What follows belongs to an exercise in optimizing a design on an open flow for small area, a short achievable clock period and few clock cycles; a production flow would make more cautious choices. Power figures rest on the tool's default switching activity, not on a simulated workload.

==> module physics_engine, before the edit <==
module physics_engine #(
    parameter SCREEN_WIDTH = 320,
    parameter SCREEN_HEIGHT = 240
    ) (
    input  wire        clk,
    input  wire        resetn,
    input  wire        fire,
    input  wire [15:0] axi_Z_dist,
    input  wire [15:0] axi_arrow_vel,
    input  wire [7:0]  wind_x_in,
    input  wire [7:0]  wind_y_in,
    input  wire [8:0]  aim_x,
    input  wire [7:0]  aim_y,
    output wire        result_valid,
    output reg [8:0]   land_x,
    output reg [7:0]   land_y
);
    function [19:0] norm16;      
        input [15:0] x;
        reg   [15:0] y;
        reg   [3:0]  n;
        begin
            y = x; n = 4'd0;
            if (y[15:8] == 8'd0) begin y = {y[7:0], 8'd0};  n[3] = 1'b1; end
            if (y[15:12] == 4'd0) begin y = {y[11:0], 4'd0}; n[2] = 1'b1; end
            if (y[15:14] == 2'd0) begin y = {y[13:0], 2'd0}; n[1] = 1'b1; end
            if (y[15] == 1'b0)    begin y = {y[14:0], 1'b0}; n[0] = 1'b1; end
            norm16 = {n, y};
        end
    endfunction
    function [4:0] bitlen;
        input [16:0] x;
        integer i;
        begin
            bitlen = 5'd0;
            for (i = 0; i < 17; i = i + 1)
                if (x[i]) bitlen = i + 1;
        end
    endfunction
    wire [19:0] nz = norm16(axi_Z_dist);
    wire [19:0] nv = norm16(axi_arrow_vel);
    wire [5:0]  s  = 6'd8 + {2'b0, nv[19:16]} - {2'b0, nz[19:16]};
    wire [5:0]  s2 = 6'd6 + {2'b0, nv[19:16]} - {2'b0, nz[19:16]};
    wire        lt = nz[14:12] < nv[14:12];
    wire        skip = ~s[0] & lt;
    wire        zero_q = ~nv[15] | ~nz[15] | s[5] | (skip & s2[5]);
    reg         busy;        
    reg         fin;         
    reg  [3:0]  cnt;         
    reg  [16:0] t;
    reg         a;
    reg  [14:0] vn;          
    reg  [6:0]  wxm, wym;
    reg         wxn, wyn;
    reg  [8:0]  ax;
    reg  [7:0]  ay;
    reg  [16:0] accx;
    reg  [15:0] accy;
    reg         satx, saty;
    wire [16:0] t_nx;
    wire [16:0] accx_nx;
    wire [15:0] accy_nx;
    wire        satx_nx, saty_nx;
    wire        acc_any;
    wire [16:0] accx_lo1;
    wire [15:0] accy_lo1;
    iterative_divider core (
        .t_in(t), .a_in(a), .v({1'b1, vn}), .mask(cnt[3]), .wx(wxm), .wy(wym),
        .accx_in(accx), .satx_in(satx), .accy_in(accy), .saty_in(saty),
        .t_out(t_nx), .accx_out(accx_nx), .satx_out(satx_nx),
        .accy_out(accy_nx), .saty_out(saty_nx),
        .acc_any(acc_any), .accx_lo1(accx_lo1), .accy_lo1(accy_lo1));
    wire [8:0] tx_in = wind_x_in[7] ? aim_x : SCREEN_WIDTH - aim_x;
    wire [8:0] ty_in = wind_y_in[7] ? {1'b0, aim_y} : SCREEN_HEIGHT - {1'b0, aim_y};
    wire d0x_in = (wind_x_in[6:0] == 7'd0) |
                  (wind_x_in[7] ? (aim_x == 9'd0) : (aim_x >= SCREEN_WIDTH));
    wire d0y_in = (wind_y_in[6:0] == 7'd0) |
                  (wind_y_in[7] ? (aim_y == 8'd0) : ({1'b0, aim_y} >= SCREEN_HEIGHT));
    reg  [3:0] jx, jy;
    reg        d0x, d0y;
    always @(posedge clk) begin
        if (fire) begin
            jx  <= bitlen({8'd0, tx_in}) ;
            jy  <= bitlen({8'd0, ty_in}) ;
            d0x <= d0x_in;
            d0y <= d0y_in;
        end
    end
    wire [5:0] fx = {2'b0, jx} + 6'd24 - {1'b0, cnt, 1'b0};
    wire [5:0] fy = {2'b0, jy} + 6'd24 - {1'b0, cnt, 1'b0};
    reg  [16:0] mkx;
    reg  [15:0] mky;
    integer i;
    always @* begin
        for (i = 0; i < 17; i = i + 1) mkx[i] = (fx <= i + 16);
        for (i = 0; i < 16; i = i + 1) mky[i] = (fy <= i + 16);
    end
    wire [16:0] lbx = acc_any ? accx_lo1 : {accx[14:0], 2'b00};
    wire [15:0] lby = acc_any ? accy_lo1 : {accy[13:0], 2'b00};
    wire big_x = satx_nx | (|(lbx & mkx));
    wire big_y = saty_nx | (|(lby & mky));
    wire det_x = d0x | big_x;
    wire det_y = d0y | big_y;
    reg  done;
    always @(posedge clk) begin
        if (!resetn)
            done <= 1'b0;
        else if (fire)
            done <= d0x_in & d0y_in;
        else
            done <= busy & ~done & det_x & det_y;
    end
    assign result_valid = fin | (busy & done);
    wire [10:0] qx = wxn ? {2'b0, ax} - {2'b0, accx[16:8]} : {2'b0, ax} + {2'b0, accx[16:8]};
    wire [9:0]  qy = wyn ? {2'b0, ay} - {2'b0, accy[15:8]} : {2'b0, ay} + {2'b0, accy[15:8]};
    wire x_lo = wxn & (satx | qx[10]);
    wire x_hi = ~x_lo & ((~wxn & satx) | qx >= SCREEN_WIDTH);
    wire y_lo = wyn & (saty | qy[9]);
    wire y_hi = ~y_lo & ((~wyn & saty) | qy >= SCREEN_HEIGHT);
    always @* begin
        land_x = x_lo ? 9'd0 : x_hi ? SCREEN_WIDTH - 1 : qx[8:0];
        land_y = y_lo ? 8'd0 : y_hi ? SCREEN_HEIGHT - 1 : qy[7:0];
    end
    always @(posedge clk) begin
        if (!resetn) begin
            busy <= 1'b0;
            fin  <= 1'b0;
        end else if (fire) begin
            busy <= ~zero_q;
            fin  <= zero_q;
        end else begin
            busy <= busy & ~done & (cnt != 4'd0);
            fin  <= busy & ~done & (cnt == 4'd0);
        end
    end
    always @(posedge clk) begin
        if (fire) begin
            vn   <= nv[14:0];
            wxm  <= wind_x_in[6:0];
            wym  <= wind_y_in[6:0];
            wxn  <= wind_x_in[7];
            wyn  <= wind_y_in[7];
            ax   <= aim_x;
            ay   <= aim_y;
        end
    end
    always @(posedge clk) begin
        if (fire) begin
            t    <= skip ? {nz[15:0], 1'b0} : s[0] ? {1'b0, nz[15:0]} : {2'b0, nz[15:1]};
            a    <= ~s[0] & ~lt & nz[0];
            cnt  <= skip ? s2[4:1] : s[4:1];
            accx <= 17'd0;
            accy <= 16'd0;
            satx <= 1'b0;
            saty <= 1'b0;
        end else begin
            t    <= t_nx;
            a    <= 1'b0;
            cnt  <= cnt - 4'd1;
            accx <= accx_nx;
            accy <= accy_nx;
            satx <= big_x;
            saty <= big_y;
        end
    end
endmodule
clock: 6.0 ns
lec_check: 0
abc_clock_period_in_ps: 3500
cap_margin: 20
core_margin: 2
core_utilization: 40
setup_slack_margin: 1.5
slew_margin: 20
run.sh (not shown) runs the stock make flow with config.mk's settings and CLKGATE_MAP_FILE= SYNTH_SCRIPT=/design/flow/synth_recipe.tcl, a recipe that flattens the netlist after the stock synthesis.
Change:
--- a/flow/design.v
+++ b/flow/design.v
@@ -121,16 +121,13 @@
                 if (x[i]) bitlen = i + 1;
         end
     endfunction
     wire [19:0] nz = norm16(axi_Z_dist);
     wire [19:0] nv = norm16(axi_arrow_vel);
     wire [5:0]  s  = 6'd8 + {2'b0, nv[19:16]} - {2'b0, nz[19:16]};
-    wire [5:0]  s2 = 6'd6 + {2'b0, nv[19:16]} - {2'b0, nz[19:16]};
-    wire        lt = nz[14:12] < nv[14:12];
-    wire        skip = ~s[0] & lt;
-    wire        zero_q = ~nv[15] | ~nz[15] | s[5] | (skip & s2[5]);
+    wire        zero_q = ~nv[15] | ~nz[15] | s[5];
     reg         busy;        
     reg         fin;         
     reg  [3:0]  cnt;         
     reg  [16:0] t;
     reg         a;
     reg  [14:0] vn;          
@@ -227,15 +224,15 @@
             ax   <= aim_x;
             ay   <= aim_y;
         end
     end
     always @(posedge clk) begin
         if (fire) begin
-            t    <= skip ? {nz[15:0], 1'b0} : s[0] ? {1'b0, nz[15:0]} : {2'b0, nz[15:1]};
-            a    <= ~s[0] & ~lt & nz[0];
-            cnt  <= skip ? s2[4:1] : s[4:1];
+            t    <= s[0] ? {1'b0, nz[15:0]} : {2'b0, nz[15:1]};
+            a    <= ~s[0] & nz[0];
+            cnt  <= s[4:1];
             accx <= 17'd0;
             accy <= 16'd0;
             satx <= 1'b0;
             saty <= 1'b0;
         end else begin
             t    <= t_nx;
Final area is lower by 3.0%; total power is lower by about 2.5%; critical path depth does not change; worst setup slack got worse by 180 ps; utilization goes up by 0.25 points; sequential power stays flat; routed wire length decreases by 4.6%; global-route usage drops by 0.17 points; non-clock buffer count went up by 13.
Function was not checked in any run of this note: the RTL went through the layout flow alone.

-- afterwards: timing with drivers on the ports --
No port has a modelled driver above. Below, the same layouts with a new extraction and two added sets of constraints.
Step 1 sets driving cells, clkbuf_16 on the clock port and buf_2 on the other inputs (assumed; they add their load-dependent delay and slew).
Step 2 adds t to the input delays and takes it off the output delays; t is the mean of the earliest and latest rising clock arrival at the registers after step 1. Input paths then give back, and output paths get back, about the clock's delay inside the block.
Slacks: ideal / step 1 / step 2; pairs: ideal / step 1.
run	t (ns)	setup WS [ns]	hold WS [ns]	worst data-port slew with drivers (ns)
the first run	0.485	1.418 / 1.362 / 1.235	0.487 / 0.487 / 0.487	0.06
the second run	0.473	1.236 / 1.187 / 1.194	0.542 / 0.542 / 0.542	0.04
After both steps every run listed still meets setup and hold. For the first run, which loses most, drivers alone change the setup slack by -0.056 ns; drivers and shift together by -0.183 ns.
